This is an optimization exercise on Yosys and OpenROAD, whose aim is small area and a short achievable clock period, not a production implementation.
The RTL was checked by simulation tests, not by an equivalence proof against the original design.
Power figures rest on the tool's default switching activity, not on a simulated workload.

## flow/design.v

```verilog
module rbFIFO(clock,rst,dataIn,push,pop,dataOut,full,empty);
    parameter	    MSBD = 63;
    parameter	    LAST = 31;
    parameter	    MSBA = 4;
    input	    clock;
    input           rst;
    input [MSBD:0]  dataIn;
    input	    push;
    input	    pop;
    output [MSBD:0] dataOut;
    output	    full;
    output	    empty;
    reg [MSBD:0]    mem[0:LAST];
    reg [MSBA:0]    tail;
    reg [MSBA:0]    head;
    reg		    empty;
    reg		    full;
    always @ (posedge clock) begin
	if (rst) begin tail = 0;
			head = 0;
			full = 0;
	              empty = 1;
    end
	else if (push & ~full) begin
	    mem[tail] = dataIn;
	    tail = tail + 1;
	    if (head == tail) full = 1;
	    empty = 0;
	end  
	else if (pop & ~empty) begin
	    head = head + 1;
	    if (tail == head)empty = 1;
	    full = 0;
	end  
    end  
    assign dataOut = mem[head];
endmodule  
```

## flow/config.mk

```make
export PLATFORM = sky130hd
export DESIGN_NAME = rbFIFO
export DESIGN_NICKNAME = rbFIFO
export VERILOG_FILES = /design/flow/design.v
export SDC_FILE = /design/flow/constraint.sdc
export NUM_CORES = 4
export LEC_CHECK = 0
export CAP_MARGIN = 20
export CORE_MARGIN = 2
export CORE_UTILIZATION = 40
export SLEW_MARGIN = 20
```

## flow/constraint.sdc

```tcl
create_clock -name core_clock -period 5.5 [get_ports {clock}]
set_input_delay 1.1000 -clock core_clock [delete_from_list [all_inputs] [get_ports {clock}]]
set_output_delay 1.1000 -clock core_clock [all_outputs]
set_load 0.01 [all_outputs]
```

## flow/run.sh

```bash
#!/bin/bash
# synth_recipe.tcl (not shown) runs the flow's synth.tcl, then flattens the netlist and writes it again
# the make line also repeats each setting of config.mk as NAME=value (left out here)
make -C /OpenROAD-flow-scripts/flow DESIGN_CONFIG=/design/flow/config.mk WORK_HOME=/design/flow/orfs CLKGATE_MAP_FILE= SYNTH_SCRIPT=/design/flow/synth_recipe.tcl finish
```

==> impl_metrics.csv, run 1 <==
group,metric,value,unit
synth,synth.most_common_cell,"edfxtp_1",
route,dr.pass1.iters,6,
finish,area_delta_synth_final,14.62,%
timing,worst_hold_slack,551.1,ps
die,core,192600,sq um
timing,slew_headroom,0.2731,
pwr,pwr_density_cell,352.4,nW/um^2
worst_setup_path,crit_path_max_fanout,26,
timing,setup_viol,0,
place,hpwl,96210,um
pwr,peakVddDrop,0.3930,mV
timing,slew_viol_final,0,
synth,yosysSeqAreaShare,0.7968,
hold_path,hp-class,"reg2reg",
synth,synth_edf_count,2048,
place,gp_congestion,0.7284,
die,initial_core_util,0.4030,
clock_network,postCtsHoldBufs,0,
worst_setup_path,r2r_cells,5,
route,via_per_inst,5.822,
worst_setup_path,regToRegStartpoint,"full",
synth,yosysTopAreaCell,"edfxtp_1",
clock_network,clk_pin_slew,60,ps
run_status,status,"timing/DRC/antenna clean",
synth,syn_nets,3314,
route,drt-initial-drc-count,4420,
finish,post-route-util,0.4619,
die,die-area,197600,sq um
die,ioPinCount,134,
synth,ys_warn_count,1,
worst_setup_path,worst-setup-path-type,"reg2out",
synth,synth.top_cell.area_share,0.7925,
timing,fmax,189.6,MHz
route,drc,0,
worst_setup_path,rr_endpoint,"mem[22][15]",
synth,synthCells,3241,
clock_network,clk_latency,840,ps
synth,synth-main-ff-cell,"edfxtp_1",
synth,ys_seq_elements,2065,
route,wl,193400,um
worst_setup_path,end_kind,"output port",
worst_setup_path,r2r_setup_slack,2520,ps
synth,syn_avg_cell_area,23.94,sq um
synth,synth_cell_types,49,
worst_setup_path,cp-start-kind,"flip-flop",
global_route,grt.total_usage,0.1952,
place,port_buffers,133,
clock_network,cts_resized,0,
global_route,antenna_found_initial,13,
worst_setup_path,crit_arrival,4170,ps
clock_network,cts.sinks,2065,
timing,skew,20.52,ps
worst_setup_path,crit_end,"dataOut[32]",
timing,hold_violations,0,
finish,fin_nets,3612,
clock_network,cts_buffer_depth,3,
global_route,overflow,0,
timing,tightest_slew,1087,ps
timing,fin_crit_sh,0.9588,
die,die_y,444.5,um
synth,ys_top_cells_by_area,"edfxtp_1 (79%), mux4_2 (14%), o22ai_1 (2.0%), mux4_1 (0.54%), buf_2 (0.48%)",
clock_network,htree_levels,4,
finish,drive_gt1_frac,0.2562,
timing,fin_tns_setup,0,ps
global_route,grt_pass1_vias,36610,
route,num_vias,36240,
pwr,power_leakage,26.40,nW
timing,rsz0062_at_grt,"false",
run,cap_violations,0,
global_route,grt_pass1_wl,273500,um
clock_network,cts_root_buffer,"clkbuf_16",
route,ant_nets,0,
worst_setup_path,required,4400,ps
die,die_w,444.5,um
synth,synth_top_cells_by_count,"edfxtp_1 (2,048), mux4_2 (491), o22ai_1 (242), buf_2 (75), nor4_1 (52)",
synth,syn_area,77610,sq um
die,rows,161,
route,wl_per_cell,31.06,um
synth,synthArstFlopShare,0,
clock_network,cts_tree,"done",
clock_network,cts_buffers,196,
timing,period_needed,5273,ps
global_route,grt_max_degree,97,
==> what timing repair did <==
action	4_1_cts	5_1_grt
setup buffers	2	0
endpoints found under the hold margin	0	0
setup endpoints to repair	4	0
==> power by group <==
part           switching, mW  total, mW  internal (mW)
sequential            0.0260       17.4           17.4
combinational          0.595       1.07          0.472
clock                   5.76       12.9           7.13
total                   6.38       31.3           25.0
==> registers in the layout, summed over array words and instances, names as in the netlist, named ones only <==
register	count
mem	2048
empty	1
tail	5
full	1
head	5
==> final cells by class <==
type	count	area, sq um
antenna	2	5.005
fill	15740	103600
timing repair buffer	277	3062
inverter	3	11.26
multi-input combinational	996	14800
sequential	2065	61850
clock inverter	106	893.4
clock buffer	250	5170
tap	2526	3161
==> kinds of logic after synthesis <==
family | share of synthesized area
AND/OR/NAND/NOR | 0.01346
adder cells (fa/ha/maj) | 0.0008061
buffers and inverters | 0.01614
XOR/XNOR | 0.001467
flip-flops | 0.7968
multiplexers | 0.1494
AO/OA/AOI/OAI | 0.02191
==> cells in the final DEF, fill, tap and decap left out, types with 6 or more instances in the layout <==
cell type | Yosys | layout
o22ai_1 | 242 | 242
nor3_1 | 16 | 16
clkbuf_1 | 31 | 50
nand3b_1 | 10 | 10
clkinv_2 | 0 | 26
bufinv_16 | 0 | 10
nor2_1 | 48 | 16
nand2_1 | 17 | 16
edfxtp_1 | 2048 | 2048
buf_4 | 24 | 89
clkbuf_16 | 0 | 198
buf_12 | 7 | 53
a21oi_1 | 7 | 7
mux4_2 | 491 | 491
or2_0 | 6 | 6
clkdlybuf4s50_1 | 0 | 128
xnor2_1 | 10 | 10
nor4_1 | 52 | 52
o21ai_0 | 6 | 6
dfxtp_1 | 17 | 14
mux2i_1 | 8 | 8
nor2_4 | 0 | 32
mux4_1 | 16 | 16
clkinv_1 | 0 | 51
nand3_1 | 7 | 7
==> how the worst min path moves through the flow <==
stage	startpoint	end	cells past startpoint
after detailed placement	full	full	2
after global placement	full	full	2
after CTS	full	full	2
final	full	full	2
after floorplan	tail[0]	tail[0]	2
after global routing	tail[1]	tail[1]	2
==> metrics by stage <==
stage	instances	instance area, sq um	setup WS [ps]	total power [mW]
after floorplan	3241	77610	655.4	18.30
after global placement	5863	82840	807.6	18.80
after detailed placement	5863	82840	874.4	18.81
after CTS	6221	88940	133.2	31.62
after global routing	6223	88950	37.81	32.26
final	6225	88950	226.7	31.35
==> critical path, cell delays in order, from the launching register on <==
cell and delay (ps):
dfxtp_1 710, nor2b_1 700, nand2_4 520, buf_4 380
o22ai_1 220, nor4_1 130, buf_4 160, clkdlybuf4s50_1 470
==> metal layers <==
metal	vias up	wire (um)	global-route usage
met1	19910	81800	0.2804
met5	-	62	0
li1	14720	-	-
met2	1381	94430	0.3145
met3	226	13800	0.03185
met4	10	3269	0.04557
==> run 2, diff against run 1 <==
==> flow/design.v (replaced) <==
module rbFIFO(clock,rst,dataIn,push,pop,dataOut,full,empty);
    input         clock;
    input         rst;
    input  [63:0] dataIn;
    input         push;
    input         pop;
    output [63:0] dataOut;
    output        full;
    output        empty;
    reg    [63:0] mem [1:31];
    reg    [63:0] dout;
    reg     [4:0] rt;       
    reg     [4:0] rh;       
    reg           full;
    reg           empty;
    function [4:0] inc;
        input [4:0] s;
        inc = {s[3:0], s[4] ^ s[2]};
    endfunction
    wire [4:0] rt_inc    = inc(rt);
    wire [4:0] rh_inc    = inc(rh);
    wire       ram_empty = (rh == rt) & ~full;    
    wire       afull     = (rt_inc == rh);         
    wire       push_eff  = push & ~full;
    wire       pop_eff   = pop & ~empty & ~push_eff;
    reg  [31:1] wsel;
    reg  [31:1] rsel;
    integer i;
    always @* begin
        for (i = 1; i < 32; i = i + 1) begin
            wsel[i] = (rt == i) & ~full;
            rsel[i] = (rh == i);
        end
    end
    reg [63:0] rdata;
    always @* begin
        rdata = 64'd0;
        for (i = 1; i < 32; i = i + 1)
            rdata = rdata | (mem[i] & {64{rsel[i]}});
    end
    always @(posedge clock) begin
        for (i = 1; i < 32; i = i + 1)
            if (wsel[i]) mem[i] <= dataIn;
    end
    always @(posedge clock) begin
        if (empty)
            dout <= dataIn;
        else if (pop_eff & ~ram_empty)
            dout <= rdata;
    end
    always @(posedge clock) begin
        if (rst) begin
            rt    <= 5'd1;
            rh    <= 5'd1;
            full  <= 1'b0;
            empty <= 1'b1;
        end else if (push_eff) begin
            if (~empty) rt <= rt_inc;
            full  <= afull;
            empty <= 1'b0;
        end else if (pop_eff) begin
            if (ram_empty) empty <= 1'b1;
            else rh <= rh_inc;
            full <= 1'b0;
        end
    end
    assign dataOut = dout;
endmodule
--- a/flow/config.mk
+++ b/flow/config.mk
@@ -7,2 +7,3 @@
 export LEC_CHECK = 0
+export ABC_CLOCK_PERIOD_IN_PS = 2500
 export CAP_MARGIN = 20
@@ -10,2 +11,3 @@
 export CORE_UTILIZATION = 40
+export SETUP_SLACK_MARGIN = 3.0
 export SLEW_MARGIN = 20
==> run 2 against run 1 <==
Against the previous run: setup slack better by 2400 ps; via count is 43% higher; sequential power hardly changed; non-clock buffer count is 421 higher; critical path depth is 2 higher; worst hold slack better by 6.1 ps; combinational power hardly changed; still clean; clock skew is 52 ps higher; die area is 0.88% lower; count of clock-buffer cells in the layout is 9 higher.
==> impl_metrics.csv, run 2 <==
group,metric,value,unit
run_status,status,"timing/DRC/antenna clean",
clock_network,cts_buffer_depth,3,
synth,yosysSeqAreaShare,0.8027,
timing,fmax,346.8,MHz
synth,synth_top_cells_by_count,"edfxtp_1 (2,048), nand3_1 (685), a22oi_1 (362), nand4_1 (234), clkbuf_1 (233)",
timing,skew,72.30,ps
timing,setup_slack,2617,ps
synth,syn_avg_cell_area,17.26,sq um
synth,syn_nets,4524,
finish,seq_area,61760,sq um
worst_setup_path,regToRegStartpoint,"rh[4]",
finish,post-route-util,0.5033,
global_route,antenna_found_initial,30,
finish,drive_gt1_frac,0.2312,
place,hpwl,117500,um
synth,synth_compound_area_frac,0.07291,
synth,synth.area.mux_share,0.01994,
synth,syn_area,76910,sq um
pwr,pwr_density_cell,329.3,nW/um^2
hold_path,hp-class,"reg2reg",
clock_network,cts_root_buffer,"clkbuf_16",
place,pre_cts_ws,1652,ps
clock_network,clk_pin_slew,60,ps
hold_path,min_from,"full",
worst_setup_path,required,6100,ps
timing,fin_tns_setup,0,ps
finish,final.fill_count,15170,
finish,instances_no_fill,7732,
synth,synth_fa_ha_area_frac,0,
die,initial_core_util,0.4036,
run,cap_violations,0,
die,die-area,195800,sq um
worst_setup_path,crit_path_max_fanout,6,
timing,fin_crit_sh,0.5243,
synth,synth-main-ff-cell,"edfxtp_1",
finish,multi_input_area,15390,sq um
route,wl_per_cell,39.38,um
worst_setup_path,crit_family,"compound AO/OA/AOI/OAI gates",
worst_setup_path,cp-start-kind,"flip-flop",
die,die_y,442.5,um
timing,slew_headroom,0.2436,
route,via_per_inst,6.717,
timing,hold_violations,0,
clock_network,clk_latency,870,ps
synth,synth_top_family_by_area,"simple AND/OR/NAND/NOR gates",
worst_setup_path,end_kind,"flip-flop",
timing,rsz0062_at_grt,"true",
synth,ys_top_cells_by_area,"edfxtp_1 (80%), nand3_1 (4.5%), a22oi_1 (3.5%), nand4_1 (1.9%), mux2i_1 (1.8%)",
finish,largest_reg_flops,1984,
timing,period_needed,2884,ps
synth,synth_edf_count,2048,
worst_setup_path,path_cells,"buf_12, buf_12, buf_12, buf_16, mux2i_2, o221ai_1, a221o_1, or4_4, o32a_1",
synth,synth-simple-area-share,0.08425,
route,ant_nets,0,
synth,ys_warn_count,2,
global_route,grt.total_usage,0.2927,
synth,synthCells,4456,
die,ioPinCount,134,
place,port_buffers,133,
place,gp_congestion,0.7872,
finish,layout_commonest_cell,"edfxtp_1",
timing,setup_viol,0,
worst_setup_path,crit_arrival,3490,ps
place,dp_cells,6891,
die,core,190600,sq um
timing,tightest_slew,1131,ps
finish,area_delta_synth_final,24.72,%
route,drc,0,
pwr,peakVddDrop,0.2722,mV
die,rows,160,
global_route,grt_max_degree,79,
synth,synthArstFlopShare,0,
worst_setup_path,crit_top_cell,"buf_12",
route,dr.pass1.iters,6,
finish,fin_nets,5121,
global_route,grt_pass1_vias,47430,
clock_network,cts_tree,"done",
clock_network,cts.sinks,2060,
worst_setup_path,worst-setup-path-type,"reg2reg",
worst_setup_path,crit_buf_inv,4,
synth,yosysTopAreaCell,"edfxtp_1",
synth,synth.most_common_cell,"edfxtp_1",
route,drt-initial-drc-count,9690,
worst_setup_path,cpPeakStageDelay,570,ps
pwr,power_leakage,30.56,nW
route,wl,304500,um
finish,final_cell_mix,"edfxtp_1 (2,048), nand3_1 (646), a22oi_1 (360), nand4_1 (234), buf_4 (234)",
global_route,overflow,0,
worst_setup_path,slowest_stage,"or4_4",
synth,synth_cell_types,60,
synth,synth.top_cell.area_share,0.7996,
die,die_w,442.5,um
global_route,grt_pass1_wl,396200,um
clock_network,cts_buffers,196,
timing,slew_viol_final,0,
route,num_vias,51940,
pwr,p_total,31.59,mW
synth,ys_seq_elements,2060,
clock_network,htree_levels,4,
worst_setup_path,cp-startpoint,"rh[4]",
synth,yosys.area_share.xor_xnor,0.001253,
-- run 2: changes by cell type in the layout (fill, tap and decap cells not counted), moves of 145 or more --
cell     delta
nand4_1   +229
buf_4     +145
nand3_1   +639
mux4_2    -491
o22ai_1   -235
a22oi_1   +359
-- run 2: worst paths after layout --
kind | cells past startpoint | slack (ps) | end
max | 9 | 2620 | dout[35]
min | 2 | 560 | full
max reg2reg | 9 | 2620 | dout[35]
min reg2reg | 2 | 560 | full
-- run 2: logic make-up after synthesis --
kind of cell | count (synthesis)
AO/OA/AOI/OAI | 690
flip-flops | 2060
AND/OR/NAND/NOR | 1204
buffers and inverters | 339
XOR/XNOR | 11
multiplexers | 152
-- run 2: per-stage QoR --
stage | hold WS, ps | area (sq um)
final | 557.2 | 95930
after global routing | 592.4 | 95910
after CTS | 558.2 | 94130
after detailed placement | 587.2 | 81590
after global placement | 583.6 | 81510
after floorplan | 561.3 | 77030
-- run 2: worst register-to-register path: stages (launching register included) --
cell	delay [ps]
dfxtp_4	380
buf_12	140
buf_12	150
buf_12	130
buf_16	160
mux2i_2	270
o221ai_1	160
a221o_1	310
or4_4	570
o32a_1	340
-- run 2: timing repair --
action,CTS,global route
pin swaps,175,132
buffers inserted,272,65
endpoints found under the setup margin,1578,673
hold endpoints to repair,0,0
gates resized for setup,688,178
hold buffers,0,0
gates cloned,115,22
-- run 2: cell type report --
class | count | share of cell area
repair buffers | 698 | 0.09969
clock inverters | 93 | 0.007656
well taps | 2511 | 0.03275
repair inverters | 2 | 0.0002087
clock buffers | 259 | 0.05470
diodes | 14 | 0.0003652
multi-input cells | 2091 | 0.1605
inverters | 4 | 0.0003261
flip-flops and latches | 2060 | 0.6438
-- run 2: power by group --
group	internal (mW)	switching (mW)	total (mW)
sequential	17.4	0.0999	17.5
combinational	0.352	0.685	1.04
clock	7.11	5.91	13.0
total	24.9	6.69	31.6
-- run 2: layer usage --
metal  wire [um]  up-vias  part of all wire  GRT usage
met5         312        -            0.0010          0
li1            -    19760                 -          -
met3       47560     1079              0.16    0.09796
met1      104300    26330              0.34     0.3789
met2      131800     4730              0.43     0.4368
met4       20430       40             0.067     0.1556
==> run 3, diff against run 2 <==
--- a/flow/config.mk
+++ b/flow/config.mk
@@ -10,3 +10,3 @@
 export CORE_MARGIN = 2
-export CORE_UTILIZATION = 40
+export CORE_UTILIZATION = 65
 export SETUP_SLACK_MARGIN = 3.0
==> run 3 against run 2 <==
Against the previous run: wire length is 14% lower; clock skew is 45 ps lower; clock power hardly changed; final cell count is 15% lower; combinational power is 8% lower; critical path depth is 1 higher; via count is 4.0% lower; count of clock-buffer cells in the layout is 20 lower; sequential power hardly changed; flip-flop and latch count stayed put; core utilization is 27 points higher; largest cell class unchanged; largest power group unchanged; highest routed layer unchanged.
==> impl_metrics.csv, run 3 <==
group,metric,value,unit
run_status,status,"timing/DRC/antenna clean",
timing,setup_slack,2721,ps
route,drc,0,
worst_setup_path,crit_cells,10,
pwr,seqPwrFrac,0.556,
hold_path,hold_depth,2,
route,wl_per_cell,39.95,um
worst_setup_path,crit_arrival,3340,ps
timing,hold_violations,0,
synth,ys_warn_count,2,
worst_setup_path,cpPeakStageDelay,420,ps
synth,synth.most_common_cell,"edfxtp_1",
worst_setup_path,end_kind,"flip-flop",
finish,fin_nets,4929,
timing,fin_tns_setup,0,ps
die,die-area,121100,sq um
timing,rsz0062_at_grt,"true",
place,gp_congestion,0.8120,
worst_setup_path,regToRegStartpoint,"rh[0]",
die,die_y,348.0,um
synth,synth_top_cells_by_count,"edfxtp_1 (2,048), nand3_1 (685), a22oi_1 (362), nand4_1 (234), clkbuf_1 (233)",
synth,synthArstFlopShare,0,
route,drt-initial-drc-count,9692,
pwr,combPwrFrac,0.030,
place,pre_cts_ws,1893,ps
timing,slew_viol_final,0,
finish,fin_area,91480,sq um
finish,instances_no_fill,6569,
clock_network,cts_buffer_depth,3,
finish,largest_reg_flops,1984,
timing,slew_headroom,0.2101,
worst_setup_path,crit_family,"simple AND/OR/NAND/NOR gates",
die,ioPinCount,134,
hold_path,hold_end,"rt[1]",
route,ant_nets,0,
finish,area_delta_synth_final,18.94,%
pwr,p_total,31.50,mW
clock_network,htree_levels,4,
route,via_per_inst,7.593,
place,dp_cells,5909,
synth,synth_edf_count,2048,
finish,seq_area,61760,sq um
synth,synth_cell_types,60,
place,port_buffers,133,
global_route,grt_pass1_vias,46720,
clock_network,clk_latency,840,ps
finish,final_cell_mix,"edfxtp_1 (2,048), nand3_1 (679), a22oi_1 (330), nand4_1 (234), clkbuf_16 (206)",
synth,synthCells,4456,
worst_setup_path,crit_buf_inv,5,
worst_setup_path,rr_endpoint,"dout[25]",
finish,multi_input_area,15180,sq um
synth,ys_top_cells_by_area,"edfxtp_1 (80%), nand3_1 (4.5%), a22oi_1 (3.5%), nand4_1 (1.9%), mux2i_1 (1.8%)",
synth,syn_avg_cell_area,17.26,sq um
clock_network,cts_tree,"done",
run,cap_violations,0,
synth,yosysTopAreaCell,"edfxtp_1",
synth,syn_nets,4524,
synth,synth.top_cell.area_share,0.7996,
hold_path,hp-class,"reg2reg",
die,die_w,348.0,um
global_route,grt_max_degree,133,
timing,skew,27.49,ps
finish,drive_gt1_frac,0.1955,
worst_setup_path,path_cells,"buf_12, buf_6, and3b_4, and2_4, buf_12, buf_12, buf_6, a221o_1, or4_4, o32a_1",
clock_network,cts_root_buffer,"clkbuf_16",
die,initial_core_util,0.6531,
synth,yosysSeqAreaShare,0.8027,
place,hpwl,108000,um
timing,setup_viol,0,
pwr,p_int,25.02,mW
pwr,peakVddDrop,0.3507,mV
worst_setup_path,crit_path_max_fanout,5,
hold_path,min_from,"rt[0]",
die,rows,126,
worst_setup_path,required,6060,ps
finish,layout_commonest_cell,"edfxtp_1",
pwr,power_leakage,29.13,nW
clock_network,cts.sinks,2060,
global_route,grt.total_usage,0.4309,
pwr,clockPowerShare,0.414,
synth,ys_seq_elements,2060,
global_route,grt_pass1_wl,358500,um
route,dr.pass1.iters,8,
route,num_vias,49880,
clock_network,cts_buffers,196,
timing,fin_crit_sh,0.5052,
worst_setup_path,r2r_setup_slack,2720,ps
worst_setup_path,cp-start-kind,"flip-flop",
worst_setup_path,crit_top_cell,"buf_12",
synth,synth-main-ff-cell,"edfxtp_1",
worst_setup_path,worst-setup-path-type,"reg2reg",
die,core,117800,sq um
global_route,overflow,0,
finish,final.fill_count,6349,
timing,tightest_slew,1185,ps
route,wl,262400,um
worst_setup_path,r2r_cells,10,
worst_setup_path,slowest_stage,"or4_4",
timing,fmax,359.9,MHz
clock_network,clk_pin_slew,60,ps
pwr,pwr_density_cell,344.4,nW/um^2
global_route,antenna_found_initial,18,
place,dpl_cell_area,80330,sq um
pwr,power_switching,6.477,mW
clock_network,postCtsHoldBufs,0,
synth,syn_area,76910,sq um
timing,period_needed,2779,ps
pwr,sw_frac_of_total,0.2056,
run 3: routing by layer:
metal / GRT usage / up-vias / routed length [um]
met5: 0 / - / 147
li1: - / 19350 / -
met1: 0.5883 / 24860 / 87740
met2: 0.6413 / 4629 / 115600
met3: 0.1113 / 1022 / 40590
met4: 0.2440 / 20 / 18360
run 3: final cells by class:
class                   instances  share of cell area
inverters                       4           0.0003419
clock buffers                 239             0.05654
diodes                         10           0.0002736
multi-input cells            2086              0.1659
flip-flops and latches       2060              0.6752
repair buffers                513             0.07051
well taps                    1536             0.02101
clock inverters               121             0.01024
run 3: worst register-to-register path, delay by kind of cell (launching register included):
| kind | cells | cell delay (ps) |
|---|---|---|
| AND/OR/NAND/NOR | 3 | 840 |
| flip-flops | 1 | 350 |
| AO/OA/AOI/OAI | 2 | 660 |
| buffers and inverters | 5 | 670 |
run 3: how the worst max path moves through the flow:
stage,startpoint,endpoint
2_1_floorplan,rt[4],mem[29][0]
3_3_place_gp,pop,dout[34]
3_5_place_dp,pop,dout[34]
4_1_cts,dout[61],dataOut[61]
5_1_grt,rh[0],dout[20]
6_report,rh[0],dout[25]
run 3: stage by stage:
stage	hold slack, ps	utilization
after detailed placement	560.5	0.6821
after CTS	570.8	0.7689
after floorplan	561.3	-
final	581.6	0.7768
after global placement	555.0	0.6821
after global routing	609.3	0.7766
run 3: cells by family (layout without fill, tap and decap cells):
group / count (synthesis) / count (layout) / synth area share
other cells: 0 / 10 / 0
compound gates: 690 / 690 / 0.07291
flops: 2060 / 2060 / 0.8027
xor+xnor: 11 / 11 / 0.001253
mux: 152 / 152 / 0.01994
simple gates: 1204 / 1233 / 0.08425
buf+inv: 339 / 877 / 0.01894
run 3: repair_timing:
| item | 4_1_cts | 5_1_grt |
|---|---|---|
| pin swaps | 134 | 69 |
| setup endpoints to repair | 1028 | 804 |
| buffers inserted | 167 | 42 |
| cloned | 73 | 7 |
| endpoints found under the hold margin | 0 | 0 |
| resized for setup | 584 | 125 |
run 3: power by group through the flow:
| stage | Clock, mW | Combinational [mW] | Sequential (mW) |
|---|---|---|---|
| 3_3_place_gp | 0 | 0.824 | 17.8 |
| 6_report | 13.0 | 0.959 | 17.5 |
| 4_1_cts | 13.0 | 0.912 | 17.5 |
| 2_1_floorplan | 0 | 0.265 | 17.8 |
| 5_1_grt | 13.6 | 0.995 | 17.5 |
| 3_5_place_dp | 0 | 0.839 | 17.8 |
==> run 4, diff against run 3 <==
--- a/flow/config.mk
+++ b/flow/config.mk
@@ -7,7 +7,5 @@
 export LEC_CHECK = 0
-export ABC_CLOCK_PERIOD_IN_PS = 2500
 export CAP_MARGIN = 20
 export CORE_MARGIN = 2
-export CORE_UTILIZATION = 65
-export SETUP_SLACK_MARGIN = 3.0
+export CORE_UTILIZATION = 40
 export SLEW_MARGIN = 20
==> run 4 against run 3 <==
Against the previous run: global-route usage is 19 points lower; worst hold slack better by 42 ps; design area is 4.3% lower; flip-flop and latch count stayed put; synthesized cell count stayed put; sequential share of layout area is 3.0 points higher; non-clock buffer count is 251 lower; clock skew is 6.3 ps higher; power is 0.75% lower; wire length is 9.8% lower; critical endpoint is now dout[30]; largest power group unchanged.
==> impl_metrics.csv, run 4 <==
group,metric,value,unit
finish,drive_gt1_frac,0.1023,
synth,yosys.area_share.xor_xnor,0.001253,
finish,post-route-util,0.4595,
route,maxUsedRoutingLayer,"met5",
place,gp_congestion,0.7930,
synth,syn_nets,4524,
pwr,combPwrFrac,0.027,
route,num_vias,46030,
worst_setup_path,end_kind,"flip-flop",
global_route,grt_max_degree,131,
pwr,seqPwrFrac,0.561,
timing,hold_violations,0,
synth,ys_top_cells_by_area,"edfxtp_1 (80%), nand3_1 (4.5%), a22oi_1 (3.5%), nand4_1 (1.9%), mux2i_1 (1.8%)",
die,ioPinCount,134,
clock_network,cts_tree,"done",
die,die-area,195800,sq um
pwr,pwr_density_cell,357.1,nW/um^2
worst_setup_path,worst-setup-path-type,"reg2reg",
die,die_y,442.5,um
finish,final_cell_mix,"edfxtp_1 (2,048), nand3_1 (685), a22oi_1 (362), nand4_1 (234), clkbuf_16 (202)",
clock_network,cts_buffer_depth,3,
run,cap_violations,0,
synth,synth-simple-area-share,0.08425,
worst_setup_path,cp-start-kind,"flip-flop",
run_status,status,"timing/DRC/antenna clean",
global_route,grt.total_usage,0.2369,
synth,synth-main-ff-cell,"edfxtp_1",
pwr,p_total,31.27,mW
synth,ys_seq_elements,2060,
route,dr.pass1.iters,5,
place,port_buffers,133,
timing,fmax,266.0,MHz
worst_setup_path,path_cells,"buf_4, or4b_4, buf_4, o221ai_1, a221o_1, or4_1, o32a_1",
route,wl_per_cell,32.64,um
route,wl,236700,um
synth,synth_cell_types,60,
pwr,power_leakage,26.66,nW
worst_setup_path,slowest_stage,"or4b_4",
synth,synth_edf_count,2048,
route,route.met3.wl,23230,um
clock_network,clk_latency,830,ps
timing,skew,33.79,ps
die,initial_core_util,0.4036,
synth,synth_top_family_by_area,"simple AND/OR/NAND/NOR gates",
die,die_w,442.5,um
pwr,p_int,24.87,mW
synth,synth_fa_ha_area_frac,0,
global_route,antenna_found_initial,17,
route,dr_wl_met2,113500,um
timing,fin_tns_setup,0,ps
route,ant_nets,0,
timing,rsz0062_at_grt,"false",
pwr,peakVddDrop,0.2785,mV
global_route,grt_pass1_wl,334200,um
hold_path,hp-class,"reg2reg",
clock_network,cts_buffers,196,
clock_network,cts.sinks,2060,
synth,synth.top_cell.area_share,0.7996,
global_route,overflow,0,
route,drt-initial-drc-count,6171,
worst_setup_path,cpPeakStageDelay,850,ps
synth,synth.area.mux_share,0.01994,
timing,period_needed,3759,ps
synth,yosysTopAreaCell,"edfxtp_1",
synth,synth_compound_area_frac,0.07291,
synth,synthCells,4456,
route,drc,0,
place,hpwl,118200,um
clock_network,clk_pin_slew,70,ps
clock_network,htree_levels,4,
global_route,grt_pass1_vias,44100,
timing,slew_viol_final,0,
timing,fin_crit_sh,0.6835,
worst_setup_path,crit_path_max_fanout,36,
clock_network,cts_root_buffer,"clkbuf_16",
pwr,power_switching,6.394,mW
finish,largest_reg_flops,1984,
synth,synth_top_cells_by_count,"edfxtp_1 (2,048), nand3_1 (685), a22oi_1 (362), nand4_1 (234), clkbuf_1 (233)",
pwr,sw_frac_of_total,0.2045,
worst_setup_path,crit_top_cell,"buf_4",
synth,synth.most_common_cell,"edfxtp_1",
timing,slew_headroom,0.2257,
clock_network,post_cts.repair.setup_buffers,0,
route,wl_met1,92780,um
finish,area_delta_synth_final,13.85,%
synth,synthArstFlopShare,0,
pwr,clockPowerShare,0.412,
clock_network,cts_resized,0,
worst_setup_path,required,6060,ps
timing,tightest_slew,1161,ps
clock_network,postCtsHoldBufs,0,
finish,fin_nets,4649,
timing,setup_viol,0,
route,via_per_inst,6.347,
worst_setup_path,crit_arrival,4320,ps
die,rows,160,
synth,syn_avg_cell_area,17.26,sq um
finish,layout_commonest_cell,"edfxtp_1",
synth,syn_area,76910,sq um
synth,yosysSeqAreaShare,0.8027,
die,core,190600,sq um
synth,ys_warn_count,2,
==> run 4: cell types whose count changed in the layout (fill, tap and decap cells not counted), sizes merged, moves of 9 or more <==
cell	before	now
and2	23	14
buf	445	148
bufbuf	10	0
clkdlybuf4s50	50	114
clkinv	97	83
==> run 4: worst paths after layout <==
check,startpoint,depth (start not counted),end,slack [ps]
min,rt[1],2,rt[2],620
min reg2reg,rt[1],2,rt[2],620
max,rh[1],7,dout[30],1740
max reg2reg,rh[1],7,dout[30],1740
==> run 4: metal layers <==
| layer | up-vias | GRT usage |
|---|---|---|
| met5 | - | 0 |
| met4 | 18 | 0.07279 |
| met3 | 435 | 0.04148 |
| met2 | 2731 | 0.3857 |
| met1 | 24130 | 0.3250 |
| li1 | 18710 | - |
==> run 4: power by group through the flow <==
stage / combinational, mW / sequential (mW) / clock, mW
after CTS: 0.859 / 17.5 / 13.0
final: 0.853 / 17.5 / 12.9
after global placement: 0.838 / 17.9 / 0
after global routing: 0.907 / 17.5 / 13.6
after floorplan: 0.261 / 17.8 / 0
after detailed placement: 0.856 / 17.9 / 0
==> run 4: cell families after synthesis <==
group / count (synthesis)
AND/OR/NAND/NOR: 1204
multiplexers: 152
XOR/XNOR: 11
AO/OA/AOI/OAI: 690
buffers and inverters: 339
flip-flops: 2060
==> run 4: worst max-delay path, delay by kind of cell (launching register included) <==
| family | cells | cell delay [ps] |
|---|---|---|
| and+or+nand+nor | 2 | 1350 |
| buffers and inverters | 2 | 830 |
| AOI/OAI and AO/OA | 3 | 770 |
| DFF | 1 | 510 |
==> run 4: cell type report <==
cell class	instances	area, sq um
inverters	4	20.02
multi-input cells	2057	14080
diodes	2	5.005
clock inverters	101	732.0
flip-flops and latches	2060	61740
repair buffers	262	2585
clock buffers	255	5254
fillers	16200	103000
well taps	2511	3142
==> run 4: per-stage QoR <==
stage	cells	area, sq um	setup slack, ps	hold WS [ps]
after global routing	7252	87560	1701	644.4
after global placement	6890	81570	1784	601.3
after floorplan	4456	76910	1388	556.1
after CTS	7247	87580	1762	627.0
final	7252	87560	1741	623.9
after detailed placement	6891	81590	1737	608.9
==> run 5, diff against run 4 <==
==> flow/design.v (replaced) <==
module rbFIFO(clock,rst,dataIn,push,pop,dataOut,full,empty);
    input         clock;
    input         rst;
    input  [63:0] dataIn;
    input         push;
    input         pop;
    output [63:0] dataOut;
    output        full;
    output        empty;
    reg    [63:0] mem [1:31];
    reg    [63:0] dout;
    reg     [4:0] rt;         
    reg     [4:0] rh;         
    reg    [31:1] rsel;       
    reg           full;
    reg           empty;
    reg           ram_empty;  
    reg           afull;      
    function [4:0] inc;
        input [4:0] s;
        inc = {s[3:0], s[4] ^ s[2]};
    endfunction
    wire push_eff = push & ~full;
    wire pop_eff  = pop & ~empty & ~push_eff;
    wire load     = empty | (pop_eff & ~ram_empty);
    reg [4:0] rt_n, rh_n;
    reg       full_n, empty_n, adv;
    always @* begin
        rt_n    = rt;
        rh_n    = rh;
        full_n  = full;
        empty_n = empty;
        adv     = 1'b0;
        if (rst) begin
            rt_n    = 5'd1;
            rh_n    = 5'd1;
            full_n  = 1'b0;
            empty_n = 1'b1;
        end else if (push_eff) begin
            if (~empty) rt_n = inc(rt);
            full_n  = afull;
            empty_n = 1'b0;
        end else if (pop_eff) begin
            if (ram_empty) empty_n = 1'b1;
            else begin
                rh_n = inc(rh);
                adv  = 1'b1;
            end
            full_n = 1'b0;
        end
    end
    integer i;
    always @(posedge clock) begin
        rt        <= rt_n;
        rh        <= rh_n;
        full      <= full_n;
        empty     <= empty_n;
        ram_empty <= (rh_n == rt_n) & ~full_n;
        afull     <= (inc(rt_n) == rh_n);
        if (rst)
            rsel <= 31'd1;
        else if (adv)
            for (i = 1; i < 32; i = i + 1)
                rsel[inc(i)] <= rsel[i];
    end
    always @(posedge clock) begin
        for (i = 1; i < 32; i = i + 1)
            if ((rt == i) & ~full) mem[i] <= dataIn;
    end
    wire [63:0] wd [0:31];
    wire [31:0] sd;
    assign wd[0] = dataIn;
    assign sd[0] = empty;
    genvar g, b;
    generate
        for (g = 1; g < 32; g = g + 1) begin : gw
            assign wd[g] = mem[g];
            assign sd[g] = rsel[g] & ~empty;
        end
    endgenerate
    wire [63:0] rdata;
    wire [63:0] dout_n;
    generate
        for (b = 0; b < 64; b = b + 1) begin : gb
            wire [10:0] n;
            for (g = 0; g < 10; g = g + 1) begin : gs
                rbfifo_aoi222 u (.a0(wd[3*g][b]), .s0(sd[3*g]),
                                 .a1(wd[3*g+1][b]), .s1(sd[3*g+1]),
                                 .a2(wd[3*g+2][b]), .s2(sd[3*g+2]),
                                 .y(n[g]));
            end
            rbfifo_aoi22 u10 (.a0(wd[30][b]), .s0(sd[30]),
                              .a1(wd[31][b]), .s1(sd[31]), .y(n[10]));
            assign rdata[b] = ~&n;
            rbfifo_mux2 um (.a(dout[b]), .b(rdata[b]), .s(load), .y(dout_n[b]));
        end
    endgenerate
    always @(posedge clock)
        dout <= dout_n;
    assign dataOut = dout;
endmodule
module rbfifo_aoi222(a0, s0, a1, s1, a2, s2, y);
    input  a0, s0, a1, s1, a2, s2;
    output y;
    assign y = ~((a0 & s0) | (a1 & s1) | (a2 & s2));
endmodule
module rbfifo_aoi22(a0, s0, a1, s1, y);
    input  a0, s0, a1, s1;
    output y;
    assign y = ~((a0 & s0) | (a1 & s1));
endmodule
module rbfifo_mux2(a, b, s, y);
    input  a, b, s;
    output y;
    assign y = s ? b : a;
endmodule
--- a/flow/config.mk
+++ b/flow/config.mk
@@ -9,3 +9,6 @@
 export CORE_MARGIN = 2
-export CORE_UTILIZATION = 40
+export CORE_UTILIZATION = 65
+export SETUP_SLACK_MARGIN = 3.0
 export SLEW_MARGIN = 20
+export SYNTH_HIERARCHICAL = 1
+export SYNTH_MINIMUM_KEEP_SIZE = 0
==> run 5 against run 4 <==
Against the previous run: sequential power barely moved; largest cell class unchanged; die area fell by 41%; setup slack improved by 910 ps; power rose by 2.3%; fmax rose by 32%; still clean on timing, DRC and antenna; critical path type unchanged; wire length rose by 3.9%; non-clock buffer count rose by 189; core utilization rose by 33 points; flip-flop and latch count rose by 33; area after synthesis fell by 5.5%; critical endpoint is now dout[31].
==> impl_metrics.csv, run 5 <==
group,metric,value,unit
run_status,status,"timing/DRC/antenna clean",
worst_setup_path,regToRegStartpoint,"empty",
route,num_vias,44830,
run,cap_violations,0,
timing,skew,24.34,ps
global_route,grt_pass1_wl,326500,um
finish,fin_nets,4091,
pwr,p_int,25.50,mW
timing,fin_crit_sh,0.5186,
pwr,clockPowerShare,0.409,
synth,synth.most_common_cell,"edfxtp_1",
synth,synth_edf_count,1984,
finish,largest_reg_flops,1984,
synth,yosysSeqAreaShare,0.8494,
global_route,grt_max_degree,59,
finish,area_delta_synth_final,20.56,%
worst_setup_path,crit_arrival,3530,ps
pwr,pwr_density_cell,364.7,nW/um^2
worst_setup_path,cp-startpoint,"empty",
pwr,combPwrFrac,0.036,
synth,synth_cell_types,45,
global_route,overflow,0,
die,die_y,338.5,um
finish,fin_area,87660,sq um
synth,yosys.area_share.xor_xnor,0.0007227,
worst_setup_path,crit_path_max_fanout,6,
die,core,110800,sq um
synth,synth_top_cells_by_count,"edfxtp_1 (1,984), a222oi_1 (640), nand4_1 (192), nor2_1 (110), dfxtp_1 (109)",
die,die-area,114600,sq um
pwr,power_switching,6.470,mW
die,rows,122,
die,die_w,338.5,um
route,drc,0,
synth,synth_fa_ha_area_frac,0,
worst_setup_path,cp-start-kind,"flip-flop",
pwr,sw_frac_of_total,0.2024,
timing,worst_hold_slack,476.1,ps
timing,slew_headroom,0.2275,
worst_setup_path,end_kind,"flip-flop",
pwr,peakVddDrop,0.3827,mV
pwr,power_leakage,27.92,nW
global_route,grt_pass1_vias,42260,
synth,syn_nets,3441,
hold_path,hp-class,"reg2reg",
timing,fmax,350.6,MHz
clock_network,clk_pin_slew,60,ps
finish,layout_commonest_cell,"edfxtp_1",
route,ant_nets,0,
clock_network,cts_buffer_depth,3,
synth,ys_warn_count,9,
timing,hold_violations,0,
place,port_buffers,133,
global_route,grt.total_usage,0.4137,
synth,synth_top_family_by_area,"compound AO/OA/AOI/OAI gates",
synth,synth-main-ff-cell,"edfxtp_1",
timing,slew_viol_final,0,
worst_setup_path,r2r_cells,14,
finish,drive_gt1_frac,0.2330,
synth,syn_avg_cell_area,21.56,sq um
hold_path,min_from,"rsel[26]",
clock_network,cts_buffers,194,
place,gp_congestion,0.8209,
place,dpl_cell_area,77460,sq um
worst_setup_path,required,6180,ps
die,initial_core_util,0.6561,
route,drt-initial-drc-count,11480,
route,via_per_inst,7.876,
clock_network,cts_root_buffer,"clkbuf_16",
synth,synthArstFlopShare,0,
route,dr.pass1.iters,11,
synth,synth-simple-area-share,0.03078,
finish,final_cell_mix,"edfxtp_1 (1,984), a222oi_1 (640), clkbuf_16 (214), nand4_1 (192), buf_4 (132)",
pwr,seqPwrFrac,0.555,
synth,ys_top_cells_by_area,"edfxtp_1 (82%), a222oi_1 (8.8%), dfxtp_1 (3.0%), nand4_1 (1.7%), mux2_4 (1.3%)",
clock_network,htree_levels,4,
synth,syn_area,72710,sq um
route,wl_per_cell,43.19,um
global_route,antenna_found_initial,17,
timing,fin_tns_setup,0,ps
synth,yosysTopAreaCell,"edfxtp_1",
timing,period_needed,2852,ps
synth,synth_compound_area_frac,0.1028,
die,ioPinCount,134,
place,hpwl,103100,um
timing,rsz0062_at_grt,"true",
synth,synth.area.mux_share,0.01506,
worst_setup_path,worst-setup-path-type,"reg2reg",
clock_network,cts.sinks,2093,
route,wl,245800,um
synth,synth.top_cell.area_share,0.8194,
clock_network,clk_latency,810,ps
timing,setup_viol,0,
hold_path,hold_depth,2,
finish,post-route-util,0.7910,
synth,synthCells,3373,
timing,tightest_slew,1159,ps
clock_network,cts_tree,"done",
synth,ys_seq_elements,2093,
## run 5: cell count changes after synthesis, moves of 57 or more
cell      previous run  this run
o221ai_1            58         1
a222oi_1             4       640
a22o_1              63         0
clkbuf_1           233        17
a22oi_1            362         1
mux2_4               0        64
o32a_1              62         1
nand3_1            685         3
dfxtp_1             12       109
a22oi_2              0        64
mux2i_1            142        10
edfxtp_1          2048      1984
## run 5: final timing paths
kind              slack [ps]       end
hold / removal           480  rsel[21]
setup reg to reg        2650  dout[31]
setup / recovery        2650  dout[31]
hold reg to reg          480  rsel[21]
## run 5: area by class of cell
cell class / instances / area (sq um)
diodes: 16 / 40.04
clock buffers: 288 / 5588
clock inverters: 73 / 581.8
fillers: 5666 / 23160
inverters: 3 / 11.26
multi-input cells: 1280 / 11780
flip-flops and latches: 2093 / 61840
well taps: 1488 / 1862
repair buffers: 451 / 5956
## run 5: stage by stage
stage | setup slack, ps | power, mW | std cells
final | 2648 | 31.97 | 5692
after global routing | 2600 | 32.64 | 5678
after CTS | 2447 | 31.86 | 5609
after detailed placement | 1569 | 19.06 | 5091
after global placement | 1706 | 19.02 | 5090
after floorplan | 2466 | 18.41 | 3373
## run 5: worst max-delay path, stage by stage (launching register included)
cell      delay, ps
dfxtp_4         340
buf_6            90
buf_12          110
buf_12          100
buf_16          110
buf_12          100
buf_12          110
nor2b_4          70
buf_12          190
buf_12          180
a222oi_1        420
nand4_1         220
nor2_2          230
nand4_1         150
mux2_4          300
## run 5: what timing repair did
action                     4_1_cts  5_1_grt
pin swaps                      116      107
setup buffers                  102       44
setup endpoints to repair     1279      675
gates resized for setup        477      115
hold buffers                     0        0
gates cloned                    55       22
hold endpoints to repair         0        0
## run 5: Yosys stat by module (local to each module, per instance)
module	times used	cells inside	area [sq um]	flip-flops and latches
rbfifo_aoi22	64	1	12.51	0
rbFIFO	1	2605	64540	2093
rbfifo_mux2	64	1	15.01	0
rbfifo_aoi222	640	1	10.01	0
## run 5: per-layer routing
layer,up-vias,global-route usage,part of all wire
met5,-,0,0.00027
met4,10,0.1950,0.058
met3,800,0.1416,0.18
met2,4728,0.5949,0.43
met1,22320,0.5782,0.33
li1,16970,-,-
## run 5: kinds of logic (layout without fill, tap and decap cells)
| kind of cell | Yosys count | count (layout) |
|---|---|---|
| DFF | 2093 | 2093 |
| AOI/OAI and AO/OA | 749 | 749 |
| and+or+nand+nor | 426 | 449 |
| muxes | 76 | 76 |
| buffers and inverters | 23 | 815 |
| xor gates and xnor gates | 6 | 6 |
| other | 0 | 16 |
## run 5: power by group through the flow
stage          clock network [mW]  logic, mW  registers, mW
4_1_cts                      13.1       1.08           17.7
2_1_floorplan                   0      0.354           18.1
6_report                     13.1       1.14           17.7
5_1_grt                      13.7       1.19           17.7
3_5_place_dp                    0      0.980           18.1
3_3_place_gp                    0      0.949           18.1
==> run 6, diff against run 5 <==
--- a/flow/design.v
+++ b/flow/design.v
@@ -14,2 +14,3 @@
     reg    [31:1] rsel;       
+    reg    [31:1] wsel;       
     reg           full;
@@ -26,3 +27,3 @@
     reg [4:0] rt_n, rh_n;
-    reg       full_n, empty_n, adv;
+    reg       full_n, empty_n;
     always @* begin
@@ -32,3 +33,2 @@
         empty_n = empty;
-        adv     = 1'b0;
         if (rst) begin
@@ -44,6 +44,3 @@
             if (ram_empty) empty_n = 1'b1;
-            else begin
-                rh_n = inc(rh);
-                adv  = 1'b1;
-            end
+            else rh_n = inc(rh);
             full_n = 1'b0;
@@ -59,7 +56,6 @@
         afull     <= (inc(rt_n) == rh_n);
-        if (rst)
-            rsel <= 31'd1;
-        else if (adv)
-            for (i = 1; i < 32; i = i + 1)
-                rsel[inc(i)] <= rsel[i];
+        for (i = 1; i < 32; i = i + 1)
+            wsel[i] <= (rt_n == i) & ~full_n;
+        for (i = 1; i < 32; i = i + 1)
+            rsel[i] <= (rh_n == i) & ~empty_n;
     end
@@ -67,3 +63,3 @@
         for (i = 1; i < 32; i = i + 1)
-            if ((rt == i) & ~full) mem[i] <= dataIn;
+            if (wsel[i]) mem[i] <= dataIn;
     end
@@ -77,3 +73,3 @@
             assign wd[g] = mem[g];
-            assign sd[g] = rsel[g] & ~empty;
+            assign sd[g] = rsel[g];
         end
--- a/flow/config.mk
+++ b/flow/config.mk
@@ -10,3 +10,3 @@
 export CORE_UTILIZATION = 65
-export SETUP_SLACK_MARGIN = 3.0
+export SETUP_SLACK_MARGIN = 3.1
 export SLEW_MARGIN = 20
==> run 6 against run 5 <==
Against the previous run: count of clock-buffer cells in the layout shrank 10; flip-flop and latch count grew 31; register-to-register slack gained 430 ps; combinational power shrank 21%; clock power is essentially flat; setup slack gained 430 ps; still clean on timing, DRC and antenna; die area grew 0.52%; worst hold slack gained 2.2 ps; critical endpoint is now dout[37]; design area shrank 4.1%; final cell count shrank 4.1%; wire length shrank 12%.
==> impl_metrics.csv, run 6 <==
group,metric,value,unit
die,core,112000,sq um
finish,fin_nets,3851,
synth,synth-main-ff-cell,"edfxtp_1",
route,drc,0,
place,gp_congestion,0.8001,
timing,slew_headroom,0.2296,
route,dr.pass1.iters,10,
timing,slew_viol_final,0,
finish,instances_no_fill,5457,
route,drt-initial-drc-count,9202,
global_route,overflow,0,
finish,post-route-util,0.7500,
finish,final.fill_count,6338,
route,via_per_inst,7.676,
timing,fmax,413.5,MHz
timing,setup_viol,0,
synth,synthArstFlopShare,0,
synth,syn_avg_cell_area,21.83,sq um
clock_network,htree_levels,4,
synth,yosysSeqAreaShare,0.8534,
synth,synth.top_cell.area_share,0.8150,
synth,ys_seq_elements,2124,
clock_network,clk_pin_slew,60,ps
synth,synth_cell_types,46,
die,initial_core_util,0.6524,
timing,tightest_slew,1156,ps
clock_network,cts_buffers,197,
place,dp_cells,5066,
route,num_vias,41890,
clock_network,cts_buffer_depth,3,
die,ioPinCount,134,
worst_setup_path,r2r_cells,8,
place,hpwl,101200,um
pwr,p_total,32.30,mW
clock_network,clk_latency,800,ps
timing,fin_crit_sh,0.4397,
run_status,status,"timing/DRC/antenna clean",
timing,setup_slack,3082,ps
global_route,grt_pass1_wl,301000,um
die,die-area,115200,sq um
route,wl,217100,um
worst_setup_path,r2r_setup_slack,3080,ps
global_route,grt_pass1_vias,40800,
clock_network,cts_tree,"done",
worst_setup_path,crit_arrival,3100,ps
worst_setup_path,rr_endpoint,"dout[37]",
pwr,pwr_density_cell,384.4,nW/um^2
synth,synth_top_cells_by_count,"edfxtp_1 (1,984), a222oi_1 (640), nand4_1 (193), dfxtp_1 (140), nor2_1 (132)",
finish,largest_reg_flops,1984,
run,cap_violations,0,
timing,period_needed,2418,ps
finish,area_delta_synth_final,14.96,%
timing,fin_tns_setup,0,ps
synth,syn_nets,3417,
worst_setup_path,cp-start-kind,"flip-flop",
global_route,grt_max_degree,50,
finish,drive_gt1_frac,0.1849,
hold_path,hold_depth,1,
synth,synth.most_common_cell,"edfxtp_1",
synth,ys_warn_count,9,
global_route,antenna_found_initial,14,
die,die_y,339.3,um
global_route,grt.total_usage,0.3764,
worst_setup_path,end_kind,"flip-flop",
worst_setup_path,crit_path_max_fanout,19,
place,pre_cts_ws,1633,ps
synth,synth_edf_count,1984,
synth,yosysTopAreaCell,"edfxtp_1",
die,rows,123,
worst_setup_path,regToRegStartpoint,"empty",
pwr,power_leakage,26.50,nW
synth,ys_top_cells_by_area,"edfxtp_1 (82%), a222oi_1 (8.8%), dfxtp_1 (3.8%), nand4_1 (1.7%), mux2_4 (1.3%)",
finish,layout_commonest_cell,"edfxtp_1",
hold_path,min_from,"dout[31]",
place,port_buffers,133,
synth,syn_area,73100,sq um
synth,synthCells,3349,
clock_network,cts_root_buffer,"clkbuf_16",
timing,skew,20.06,ps
clock_network,cts.sinks,2124,
route,ant_nets,0,
worst_setup_path,cp-startpoint,"empty",
hold_path,hp-class,"reg2reg",
die,die_w,339.3,um
pwr,peakVddDrop,0.3594,mV
timing,rsz0062_at_grt,"true",
timing,hold_violations,0,
route,wl_per_cell,39.78,um
hold_path,hold_end,"dout[31]",
worst_setup_path,worst-setup-path-type,"reg2reg",
finish,final_cell_mix,"edfxtp_1 (1,984), a222oi_1 (640), clkbuf_16 (207), nand4_1 (193), nor2_1 (126)",
worst_setup_path,required,6180,ps
## run 6: worst max-delay path by stage
stage	end	slack, ps	depth (start not counted)
3_3_place_gp	dout[58]	1690	6
2_1_floorplan	dout[0]	2780	5
6_report	dout[37]	3080	8
4_1_cts	empty	3020	1
5_1_grt	dataOut[1]	3060	1
3_5_place_dp	dout[50]	1630	6
## run 6: logic make-up after synthesis
group,count (synthesis),synth area share
flops,2124,0.8534
simple gates,383,0.02809
xor+xnor,8,0.0009586
compound gates,745,0.1023
mux,73,0.01440
buf+inv,16,0.0008902
## run 6: cell type report
cell class,instances,area (sq um),area share
multi-input cells,1210,10850,0.1291
clock buffers,278,5577,0.06637
diodes,8,20.02,0.0002382
clock inverters,87,803.3,0.009560
repair buffers,245,2176,0.02589
well taps,1500,1877,0.02234
inverters,5,18.77,0.0002234
flip-flops and latches,2124,62710,0.7463
## run 6: layer usage
metal	track usage	part of all wire
met1	0.5184	0.34
met2	0.5733	0.46
met3	0.1089	0.16
met4	0.1597	0.041
met5	0	0.0011
## run 6: what timing repair did
item	in CTS	in global routing
buffers inserted	14	2
resized for setup	417	42
hold buffers	0	0
endpoints found under the setup margin	161	77
gates cloned	2	0
pin swaps	0	8
## run 6: worst max-delay path, cell delays in order (launching register included)
cell	delay, ps
dfxtp_4	340
buf_4	180
buf_12	190
buf_8	240
a222oi_1	460
nand4_1	210
nor2_2	230
nand4_1	120
mux2_4	280
## run 6: stage by stage
stage               hold WS (ps)  cell area (sq um)
floorplan                  492.8              73190
global placement           474.8              77290
detailed placement         469.0              77290
CTS                        480.0              83890
global route               491.4              84010
finish                     478.3              84030
## run 6: power breakdown
part	switching (mW)	internal, mW
clock network	5.63	7.78
logic	0.534	0.367
registers	0.167	17.8
total	6.33	26.0
## run 6: Yosys stat by module (local to each module, per instance)
| module | times used | flops+latches |
|---|---|---|
| rbFIFO | 1 | 2124 |
| rbfifo_aoi22 | 64 | 0 |
| rbfifo_aoi222 | 640 | 0 |
| rbfifo_mux2 | 64 | 0 |
==> run 7, diff against run 6 <==
--- a/flow/design.v
+++ b/flow/design.v
@@ -48,2 +48,3 @@
     end
+    wire ram_empty_n = (rh_n == rt_n) & ~full_n;
     integer i;
@@ -54,3 +55,3 @@
         empty     <= empty_n;
-        ram_empty <= (rh_n == rt_n) & ~full_n;
+        ram_empty <= ram_empty_n;
         afull     <= (inc(rt_n) == rh_n);
@@ -59,3 +60,3 @@
         for (i = 1; i < 32; i = i + 1)
-            rsel[i] <= (rh_n == i) & ~empty_n;
+            rsel[i] <= (rh_n == i) & ~ram_empty_n;
     end
@@ -68,3 +69,3 @@
     assign wd[0] = dataIn;
-    assign sd[0] = empty;
+    assign sd[0] = ram_empty;
     genvar g, b;
--- a/flow/config.mk
+++ b/flow/config.mk
@@ -10,2 +10,4 @@
 export CORE_UTILIZATION = 65
+export CTS_CLUSTER_DIAMETER = 100
+export CTS_CLUSTER_SIZE = 30
 export SETUP_SLACK_MARGIN = 3.1
==> run 7 against run 6 <==
Against the previous run: still clean; first-iteration DRC count up 7.6%; design area decreased by 4.8%; critical path type is now in2reg; power decreased by 18%; sequential share of layout area rose by 3.7 points; area after synthesis about the same; highest routed layer is now met4; sequential power barely moved; largest power group unchanged.
==> impl_metrics.csv, run 7 <==
group,metric,value,unit
run_status,status,"timing/DRC/antenna clean",
timing,setup_viol,0,
timing,fin_crit_sh,0.4567,
route,dr.pass1.iters,11,
route,wl_met1,72450,um
worst_setup_path,path_cells,"buf_2, nor3b_4, buf_6, mux2i_4, or2_4, nor2_2, a211oi_2, nor4_4, buf_4, buf_6, buf_12, nor4_4",
pwr,p_int,21.20,mW
worst_setup_path,cp-start-kind,"input port",
finish,seq_area,62720,sq um
route,route.met3.wl,30450,um
pwr,clockPowerShare,0.275,
finish,fin_area,80030,sq um
timing,tightest_slew,1142,ps
clock_network,cts_tree,"done",
synth,ys_top_cells_by_area,"edfxtp_1 (82%), a222oi_1 (8.8%), dfxtp_1 (3.8%), nand4_1 (1.6%), mux2_4 (1.3%)",
pwr,sw_frac_of_total,0.2029,
synth,synth.most_common_cell,"edfxtp_1",
route,ant_nets,0,
timing,fin_tns_setup,0,ps
global_route,grt_pass1_vias,39740,
finish,area_delta_synth_final,9.538,%
synth,synth_cell_types,43,
timing,slew_viol_final,0,
timing,fmax,398.1,MHz
global_route,antenna_found_initial,5,
pwr,power_switching,5.397,mW
die,ioPinCount,134,
die,die_y,339.3,um
timing,hold_violations,0,
pwr,combPwrFrac,0.046,
finish,post-route-util,0.7201,
synth,yosysTopAreaCell,"edfxtp_1",
place,hpwl,101600,um
place,gp_congestion,0.7929,
pwr,p_total,26.60,mW
synth,synth.area.mux_share,0.01411,
global_route,overflow,0,
worst_setup_path,worst-setup-path-type,"in2reg",
synth,synth_fa_ha_area_frac,0,
clock_network,cts_root_buffer,"clkbuf_16",
synth,synth_compound_area_frac,0.1003,
pwr,peakVddDrop,0.2496,mV
worst_setup_path,crit_cells,12,
worst_setup_path,r2r_cells,12,
finish,final.fill_count,6681,
place,dpl_cell_area,77170,sq um
synth,synth-simple-area-share,0.02920,
finish,largest_reg_flops,1984,
route,drc,0,
route,maxUsedRoutingLayer,"met4",
pwr,pwr_density_cell,332.4,nW/um^2
global_route,grt_max_degree,53,
clock_network,cts_buffers,80,
synth,synth_top_family_by_area,"compound AO/OA/AOI/OAI gates",
finish,fin_nets,3729,
route,via_per_inst,7.798,
route,dr_wl_met2,97440,um
synth,synth-main-ff-cell,"edfxtp_1",
place,port_buffers,133,
clock_network,clk_pin_slew,110,ps
timing,rsz0062_at_grt,"true",
clock_network,postCtsHoldBufs,0,
die,die_w,339.3,um
synth,synth_top_cells_by_count,"edfxtp_1 (1,984), a222oi_1 (640), nand4_1 (192), dfxtp_1 (140), nor2_1 (108)",
synth,ys_warn_count,9,
synth,ys_seq_elements,2124,
pwr,seqPwrFrac,0.679,
finish,final_cell_mix,"edfxtp_1 (1,984), a222oi_1 (640), nand4_1 (192), nor2_1 (98), buf_4 (85)",
die,initial_core_util,0.6574,
synth,synth.top_cell.area_share,0.8155,
worst_setup_path,required,6100,ps
timing,skew,26.64,ps
synth,synthCells,3339,
synth,syn_avg_cell_area,21.88,sq um
global_route,grt.total_usage,0.3567,
worst_setup_path,slowest_stage,"mux2i_4",
route,wl_per_cell,40.04,um
worst_setup_path,r2r_setup_slack,3020,ps
hold_path,hp-class,"reg2reg",
clock_network,cts.sinks,2124,
run,cap_violations,0,
clock_network,cts_buffer_depth,3,
worst_setup_path,end_kind,"flip-flop",
pwr,power_leakage,24.46,nW
synth,yosys.area_share.xor_xnor,0.001079,
worst_setup_path,crit_arrival,3120,ps
timing,period_needed,2512,ps
finish,drive_gt1_frac,0.1644,
die,rows,122,
route,num_vias,40610,
finish,multi_input_area,10970,sq um
timing,slew_headroom,0.2384,
worst_setup_path,cpPeakStageDelay,290,ps
finish,layout_commonest_cell,"edfxtp_1",
route,wl,208500,um
worst_setup_path,crit_path_max_fanout,8,
die,core,111100,sq um
synth,synthArstFlopShare,0,
synth,synth_edf_count,1984,
synth,syn_area,73060,sq um
clock_network,clk_latency,710,ps
route,drt-initial-drc-count,9903,
global_route,grt_pass1_wl,288700,um
worst_setup_path,crit_buf_inv,5,
synth,syn_nets,3407,
hold_path,hold_depth,1,
die,die-area,115100,sq um
clock_network,htree_levels,3,
worst_setup_path,crit_family,"simple AND/OR/NAND/NOR gates",
synth,yosysSeqAreaShare,0.8538,
## run 7: per-module statistics from Yosys, one instance, submodules excluded
module | copies in the design | cells inside | flops+latches | area [sq um]
rbFIFO | 1 | 2571 | 2124 | 64890
rbfifo_aoi222 | 640 | 1 | 0 | 10.01
rbfifo_mux2 | 64 | 1 | 0 | 15.01
rbfifo_aoi22 | 64 | 1 | 0 | 12.51
## run 7: layout make-up
cell class,count,share of cell area
Antenna cell,3,0.00009381
Clock buffer,137,0.02796
Clock inverter,1,0.0001094
Inverter,7,0.0004065
Multi-Input combinational cell,1191,0.1371
Sequential cell,2124,0.7837
Tap cell,1488,0.02326
Timing Repair Buffer,257,0.02733
## run 7: path summary, 6_finish.rpt
check / startpoint / endpoint
worst max-delay path: push / rsel[30]
worst max register to register: full / rsel[30]
worst min register to register: dout[34] / dout[34]
worst min-delay path: dout[34] / dout[34]
## run 7: worst register-to-register path, delay by kind of cell, from the launching register on
kind,cells,cell delay (ps)
AO/OA/AOI/OAI,1,260
buffers and inverters,5,710
multiplexers,1,290
AND/OR/NAND/NOR,5,780
flip-flops,1,360
## run 7: kinds of logic after synthesis
kind of cell    after synthesis
flops                      2124
compound gates              722
simple gates                389
mux                          71
buf+inv                      24
xor+xnor                      9
## run 7: per-layer routing
layer / vias to the layer above / global-route usage
li1: 16010 / -
met1: 20800 / 0.5111
met2: 3364 / 0.5570
met3: 438 / 0.07891
met4: 0 / 0.1176
met5: - / 0
## run 7: power by group through the flow
stage	registers, mW	clock network [mW]	logic, mW
5_1_grt	18.1	7.88	1.29
2_1_floorplan	18.4	0	0.444
4_1_cts	18.0	7.36	1.19
3_3_place_gp	18.4	0	1.15
3_5_place_dp	18.4	0	1.19
6_report	18.1	7.33	1.22
## run 7: stage by stage
stage	hold slack [ps]	setup WS, ps	instances
detailed placement	469.4	1461	5030
CTS	488.4	3090	5191
global placement	472.0	1534	5030
floorplan	532.6	2630	3339
finish	484.7	2988	5208
global route	500.4	2933	5206
## run 7: repair_timing
item                       in CTS  in global routing
setup buffers                  20                 13
cloned                          3                  1
setup endpoints to repair     184                102
pin swaps                      12                 24
resized for setup             384                128
==> run 8, diff against run 7 <==
--- a/flow/config.mk
+++ b/flow/config.mk
@@ -10,4 +10,2 @@
 export CORE_UTILIZATION = 65
-export CTS_CLUSTER_DIAMETER = 100
-export CTS_CLUSTER_SIZE = 30
 export SETUP_SLACK_MARGIN = 3.1
==> run 8 against run 7 <==
Against the previous run: fmax rose by 1.4%; area after synthesis did not move; sequential power barely moved; first-iteration DRC count fell by 3.5%; core utilization rose by 3.5 points; via count rose by 2.2%; synthesized cell count did not move; count of clock-buffer cells in the layout rose by 148; non-clock buffer count fell by 7; setup slack improved by 36 ps; worst hold slack got worse by 6.3 ps.
==> impl_metrics.csv, run 8 <==
group,metric,value,unit
route,dr.pass1.iters,15,
clock_network,htree_levels,4,
global_route,grt_max_degree,53,
clock_network,clk_pin_slew,70,ps
global_route,grt_pass1_wl,295600,um
worst_setup_path,cpPeakStageDelay,400,ps
route,via_per_inst,7.640,
place,gp_congestion,0.7929,
route,drt-initial-drc-count,9556,
place,port_buffers,133,
timing,skew,17.78,ps
synth,synth_edf_count,1984,
finish,area_delta_synth_final,14.80,%
route,ant_nets,0,
synth,synth_top_cells_by_count,"edfxtp_1 (1,984), a222oi_1 (640), nand4_1 (192), dfxtp_1 (140), nor2_1 (108)",
timing,tightest_slew,1124,ps
synth,ys_warn_count,9,
worst_setup_path,r2r_cells,11,
run,cap_violations,0,
synth,yosysTopAreaCell,"edfxtp_1",
die,ioPinCount,134,
worst_setup_path,slowest_stage,"or3_4",
global_route,grt.total_usage,0.3653,
global_route,grt_pass1_vias,41110,
clock_network,cts_tree,"done",
global_route,antenna_found_initial,8,
finish,seq_area,62700,sq um
pwr,peakVddDrop,0.3417,mV
clock_network,cts.sinks,2124,
worst_setup_path,crit_end,"rsel[31]",
clock_network,cts_root_buffer,"clkbuf_16",
worst_setup_path,crit_top_cell,"buf_4",
pwr,power_leakage,26.37,nW
synth,synthCells,3339,
timing,hold_violations,0,
timing,period_needed,2476,ps
synth,syn_avg_cell_area,21.88,sq um
worst_setup_path,worst-setup-path-type,"reg2reg",
timing,setup_viol,0,
worst_setup_path,rr_endpoint,"rsel[31]",
finish,layout_commonest_cell,"edfxtp_1",
finish,final_cell_mix,"edfxtp_1 (1,984), a222oi_1 (640), clkbuf_16 (207), nand4_1 (192), nor2_1 (98)",
synth,yosysSeqAreaShare,0.8538,
die,initial_core_util,0.6574,
finish,fin_nets,3838,
finish,multi_input_area,10940,sq um
worst_setup_path,r2r_setup_slack,3020,ps
synth,ys_top_cells_by_area,"edfxtp_1 (82%), a222oi_1 (8.8%), dfxtp_1 (3.8%), nand4_1 (1.6%), mux2_4 (1.3%)",
global_route,overflow,0,
clock_network,postCtsHoldBufs,0,
clock_network,clk_latency,800,ps
synth,synth.most_common_cell,"edfxtp_1",
die,die_w,339.3,um
die,die_y,339.3,um
timing,fin_crit_sh,0.4502,
die,die-area,115100,sq um
finish,drive_gt1_frac,0.1904,
timing,fin_tns_setup,0,ps
finish,final.fill_count,6240,
synth,synth_cell_types,43,
run_status,status,"timing/DRC/antenna clean",
timing,fmax,403.9,MHz
worst_setup_path,regToRegStartpoint,"empty",
synth,synthArstFlopShare,0,
pwr,pwr_density_cell,385.4,nW/um^2
die,rows,122,
synth,synth.top_cell.area_share,0.8155,
synth,ys_seq_elements,2124,
route,drc,0,
worst_setup_path,crit_arrival,3170,ps
synth,syn_area,73060,sq um
worst_setup_path,required,6190,ps
timing,worst_hold_slack,478.4,ps
synth,synth-main-ff-cell,"edfxtp_1",
worst_setup_path,cp-startpoint,"empty",
worst_setup_path,end_kind,"flip-flop",
worst_setup_path,cp-start-kind,"flip-flop",
timing,rsz0062_at_grt,"true",
route,wl,211300,um
finish,largest_reg_flops,1984,
hold_path,hp-class,"reg2reg",
route,num_vias,41500,
place,hpwl,101600,um
worst_setup_path,crit_path_max_fanout,8,
clock_network,cts_buffers,196,
route,wl_per_cell,38.89,um
worst_setup_path,path_cells,"buf_6, nand2b_4, or3_4, buf_4, buf_4, o311ai_2, nor4_4, buf_4, buf_12, buf_16, nor4_4",
synth,syn_nets,3407,
die,core,111100,sq um
timing,slew_headroom,0.2506,
clock_network,cts_buffer_depth,3,
timing,slew_viol_final,0,
-- run 8: report_power, final --
part           internal (mW)  leakage (nW)  switching (mW)
clock                   7.47          3.03            5.59
sequential              17.9          19.1           0.216
combinational          0.514          4.22           0.677
total                   25.8          26.4            6.48
-- run 8: Yosys stat by module (local to each module, per instance) --
module / cells / flops+latches
rbFIFO: 2571 / 2124
rbfifo_aoi22: 1 / 0
rbfifo_mux2: 1 / 0
rbfifo_aoi222: 1 / 0
-- run 8: cell type report --
type | instances | share of cell area
multi-input cells | 1191 | 0.1305
clock buffers | 285 | 0.06644
repair buffers | 250 | 0.02545
inverters | 7 | 0.0003879
clock inverters | 82 | 0.007399
well taps | 1488 | 0.02220
flip-flops and latches | 2124 | 0.7475
diodes | 5 | 0.0001492
-- run 8: cell families after synthesis --
kind of cell,share of synthesized area
DFF,0.8538
AOI/OAI and AO/OA,0.1003
and+or+nand+nor,0.02920
muxes,0.01411
buffers and inverters,0.001421
xor gates and xnor gates,0.001079
-- run 8: per-stage QoR --
stage	utilization	power [mW]	instance area [sq um]	std cells	worst slack, ps
after detailed placement	0.6944	19.59	77170	5030	1461
after global routing	0.7547	33.14	83860	5428	2908
after floorplan	-	18.85	73180	3339	2630
after CTS	0.7514	32.35	83510	5419	3030
final	0.7547	32.33	83870	5432	3024
after global placement	0.6944	19.54	77170	5030	1534
-- run 8: critical path, delay by kind of cell (launching register included) --
kind            cells  cell delay [ps]
simple gates        4              870
buf+inv             6              830
flops               1              340
compound gates      1              340
-- run 8: worst min-delay path by stage --
stage | cells after the start | slack (ps) | end | from
final | 1 | 480 | dout[40] | dout[40]
after global placement | 1 | 470 | dout[41] | dout[41]
after global routing | 1 | 490 | dout[61] | dout[61]
after CTS | 1 | 480 | dout[62] | dout[62]
after detailed placement | 1 | 470 | dout[62] | dout[62]
after floorplan | 1 | 530 | dout[0] | dout[0]
-- run 8: timing repair --
action | 4_1_cts | 5_1_grt
setup endpoints to repair | 181 | 78
gates cloned | 3 | 0
resized for setup | 410 | 94
pin swaps | 8 | 17
setup buffers | 19 | 7
-- run 8: per-layer routing --
layer	global-route usage	vias to the layer above	share of wire
met5	0	-	0.00014
li1	-	16410	-
met4	0.1303	4	0.036
met2	0.5686	3674	0.47
met3	0.09397	464	0.16
met1	0.5109	20960	0.34

[port drivers added, routing unchanged]
The results above use ideal ports. As a check the final layouts listed here were re-extracted and re-timed, cells and wires unchanged.
Step 1 sets driving cells, clkbuf_16 on the clock port and buf_2 on the other inputs (assumed; they add their load-dependent delay and slew).
Step 2 also shifts input and output timing later by t, the mid clock arrival at the registers, as if the neighbouring blocks saw the same clock.
Three values: ideal, step 1, step 2; two values: the first two.
| run | shift t [ns] | setup slack, ns | worst hold slack (ns) | worst setup path after step 2 |
|---|---|---|---|---|
| run 1 | 0.921 | 0.227 / 0.136 / 1.058 | 0.551 / 0.551 / 0.551 | register to output |
| run 2 | 0.932 | 2.617 / 2.617 / 2.508 | 0.557 / 0.557 / 0.557 | input to register |
| run 3 | 0.903 | 2.721 / 2.697 / 2.484 | 0.582 / 0.582 / 0.582 | input to register |
| run 4 | 0.901 | 1.741 / 1.741 / 1.728 | 0.624 / 0.624 / 0.624 | input to register |
| run 5 | 0.877 | 2.648 / 2.648 / 1.926 | 0.476 / 0.476 / 0.476 | input to register |
| run 6 | 0.860 | 3.082 / 3.013 / 2.279 | 0.478 / 0.478 / 0.478 | input to register |
| run 7 | 0.775 | 2.988 / 3.021 / 2.270 | 0.485 / 0.485 / 0.485 | input to register |
| run 8 | 0.861 | 3.024 / 2.999 / 2.290 | 0.478 / 0.478 / 0.478 | input to register |
After both steps setup and hold are still met in every run listed. For run 6, which loses most, drivers alone change the setup slack by -0.069 ns; drivers and shift together by -0.803 ns.
